Source: an optimization exercise on an open RTL-to-GDS flow (aim: small area). Production flows keep margins and buffers that such runs may drop. Function was checked by simulation only, so behaviour that the tests miss may differ from the original. The clock port is modelled as an ideal driver, which makes a skipped or thinned clock tree look cheaper than it is; a real chip needs a root buffer or a tree. No activity file was given, so power comes from the tool's default toggle rates.

// matrix_alu_top
module matrix_alu_top (
    input  wire        clk,
    input  wire        op,
    input  wire [31:0] A,
    input  wire [31:0] B,
    output reg  [31:0] C
);
Size: ~730 cells after synthesis, ~98 I/O pins, roughly 7100 um2 of cells after synthesis.
==> flow/config.mk <==
export PLATFORM = sky130hd
export DESIGN_NAME = matrix_alu_top
export DESIGN_NICKNAME = matrix_alu_top
export VERILOG_FILES = /design/flow/design.v
export SDC_FILE = /design/flow/constraint.sdc
export NUM_CORES = 4
export LEC_CHECK = 0
export CAP_MARGIN = 20
export CORE_MARGIN = 2
export CORE_UTILIZATION = 60
export GPL_TIMING_DRIVEN = 0
export PLACE_DENSITY = 0.7
export SLEW_MARGIN = 20
==> flow/constraint.sdc <==
create_clock -name core_clock -period 5.2 [get_ports {clk}]
set_input_delay 1.0400 -clock core_clock [delete_from_list [all_inputs] [get_ports {clk}]]
set_output_delay 1.0400 -clock core_clock [all_outputs]
set_load 0.01 [all_outputs]
standard.sh (not shown) runs the stock make flow with config.mk's settings and CLKGATE_MAP_FILE= SYNTH_SCRIPT=/design/flow/synth_recipe.tcl, a recipe that flattens the netlist after the stock synthesis.
==> flow/flow/run.sh <==
#!/bin/bash
# Standard synthesis, then re-choose full-adder / gate output polarities to
# drop inverters (flow/fapol4.py), rebalance xor trees by estimated
# arrival and put late full-adder inputs on fast pins (flow/xorbal.py), then the standard layout with the
# smallest buffer on the ports and a hand-built clock tree (flow/my_cts.tcl).
set -euo pipefail
NET=orfs/results/sky130hd/matrix_alu_top/base/1_2_yosys.v
bash standard.sh synth > synth.log 2>&1
cp $NET synth_orig.v
python3 flow/fapol4.py synth_orig.v synth_fapol.v > fapol.log 2>&1
python3 flow/xorbal.py synth_fapol.v $NET > xorbal.log 2>&1
touch $NET
bash standard.sh synth > synth_odb.log 2>&1
export BUFFER_PORTS_ARGS="-buffer_cell sky130_fd_sc_hd__buf_1"
export PRE_CTS_TCL=$PWD/flow/my_cts.tcl
bash standard.sh finish > finish.log 2>&1
Other scripts of this flow, unchanged in this note and not shown: flow/flow/fapol4.py, flow/flow/my_cts.tcl, flow/flow/xorbal.py
Then changed:
- PLACE_DENSITY: 0.7 -> 0.8
The changed run went through all stages and came out clean.
Fmax falls by 0.77%.
Power rises by 0.66%.
Cell area rises by 0.37%.
Synthesized area stays the same.
Global-route usage rises by 0.21 points.
Setup slack loses 0.038 ns.
Die area stays the same.
Then changed:
- CORE_UTILIZATION: 60 -> 50
- PLACE_DENSITY: 0.8 -> unset
What happened: The new run produced a clean layout. Die area increases by 19%. Design area increases by 0.56%. Sequential power decreases by about 0.5%. Sequential share of layout area is about the same. Total power decreases by 1.3%. Area after synthesis stays the same. Setup slack got worse by 0.0072 ns. Combinational power is about the same. Flip-flop and latch count does not change. Via count decreases by 3.3%.
Then changed:
- CORE_UTILIZATION: 50 -> 40
- PLACE_DENSITY: unset -> 0.8
Power came out higher by 1.1%.
Routed wire length rises by 1.3%.
Final cell count came out higher by 4.5%.
Die area increases by 24%.
Synthesized area is unchanged.
Then changed:
- CORE_UTILIZATION: 40 -> 65
- PLACE_DENSITY: 0.8 -> 0.75
Outcome: The changed run finished with timing, DRC and antenna clean; routed wire length fell by a few percent; critical path depth fell by 1; fmax is about the same.
Then changed:
- CORE_UTILIZATION: 65 -> 60
- PLACE_DENSITY: 0.75 -> unset
Effect: Sequential power barely changes; design area is about the same; die area went up by 8.0%; routed wire length barely changes.
In every run of this note, the design's own scripts or RTL, not TritonCTS, make the clock network.

========
wip/fjord:
Another version of the RTL of matrix_alu_top (not shown whole).
For scale: roughly 790 cells after synthesis, about 0.0074 mm2 of cells after synthesis.
clock: 5.2 ns
lec_check: 0
cap_margin: 20
core_margin: 2
core_utilization: 40
gpl_timing_driven: 0
slew_margin: 20
==> flow/flow/run.sh <==
#!/bin/bash
# Standard synthesis, then re-choose full-adder / gate output polarities to
# drop inverters (flow/fapol2.py), then the standard layout with the
# smallest buffer on the ports.
set -euo pipefail
NET=orfs/results/sky130hd/matrix_alu_top/base/1_2_yosys.v
bash standard.sh synth > synth.log 2>&1
cp $NET synth_orig.v
python3 flow/fapol2.py synth_orig.v $NET > fapol.log 2>&1
touch $NET
bash standard.sh synth > synth_odb.log 2>&1
export BUFFER_PORTS_ARGS="-buffer_cell sky130_fd_sc_hd__buf_1"
export CTS_ARGS="-sink_clustering_enable -repair_clock_nets -dont_use_dummy_load -sink_clustering_size 24 -sink_clustering_max_diameter 80 -buf_list {sky130_fd_sc_hd__clkbuf_8}"
bash standard.sh finish > finish.log 2>&1
Other scripts of this flow, unchanged in this note and not shown: flow/flow/fapol2.py
wip/fjord: no failed stages, no open violations at the end
#### Input delta (wip/harbor over wip/fjord)
- a deleted GPL_TIMING_DRIVEN that had been 0
diff --git a/flow/flow/run.sh b/flow/flow/run.sh
--- a/flow/flow/run.sh
+++ b/flow/flow/run.sh
@@ -11,4 +11,3 @@
 bash standard.sh synth > synth_odb.log 2>&1
 export BUFFER_PORTS_ARGS="-buffer_cell sky130_fd_sc_hd__buf_1"
-export CTS_ARGS="-sink_clustering_enable -repair_clock_nets -dont_use_dummy_load -sink_clustering_size 24 -sink_clustering_max_diameter 80 -buf_list {sky130_fd_sc_hd__clkbuf_8}"
 bash standard.sh finish > finish.log 2>&1
--- outcome ---
The count of buffer and inverter cells on the critical path reported for wip/harbor is smaller than that of wip/fjord by 1.
Comparing wip/fjord and wip/harbor, number of clock buffer instances in the layout is higher on wip/harbor.
For instance count after placement with tap cells included, dividing the value from wip/fjord by the value from wip/harbor gives 0.928.
Summary of wip/harbor over wip/fjord: via count grew by 19; clock network fraction of design power grew by 6.5 points.

[re-timing with driven ports]
In the flow no input, the clock included, has a driving cell. The finished layouts below were timed again as built, in two steps.
Step 1 assumes that a clkbuf_16 drives the clock port and a buf_2 every other input.
Step 2 adds t to the input delays and takes it off the output delays; t is the mean of the earliest and latest rising clock arrival at the registers after step 1. Input paths then give back, and output paths get back, about the clock's delay inside the block.
Slacks: no drivers / after step 1 / after step 2; pairs: no drivers / after step 1.
run | t, ns | setup slack, ns | worst data-port slew with drivers (ns)
the first run of note 1 | 0.371 | 0.229 / 0.215 / -0.156 | 0.04
the second run of note 1 | 0.369 | 0.190 / 0.195 / -0.174 | 0.06
the third run of note 1 | 0.368 | 0.183 / 0.189 / -0.179 | 0.05
the fourth run of note 1 | 0.376 | 0.136 / 0.140 / -0.236 | 0.08
the fifth run of note 1 | 0.358 | 0.131 / 0.131 / -0.227 | 0.04
the sixth run of note 1 | 0.378 | 0.227 / 0.232 / -0.146 | 0.05
wip/fjord | 0.389 | 0.096 / 0.071 / -0.318 | 0.08
wip/harbor | 0.373 | 0.215 / 0.235 / -0.139 | 0.05
Met with ideal ports but missed after step 2: setup timing in every run listed. For wip/fjord, which loses most, drivers alone change the setup slack by -0.025 ns; drivers and shift together by -0.414 ns.
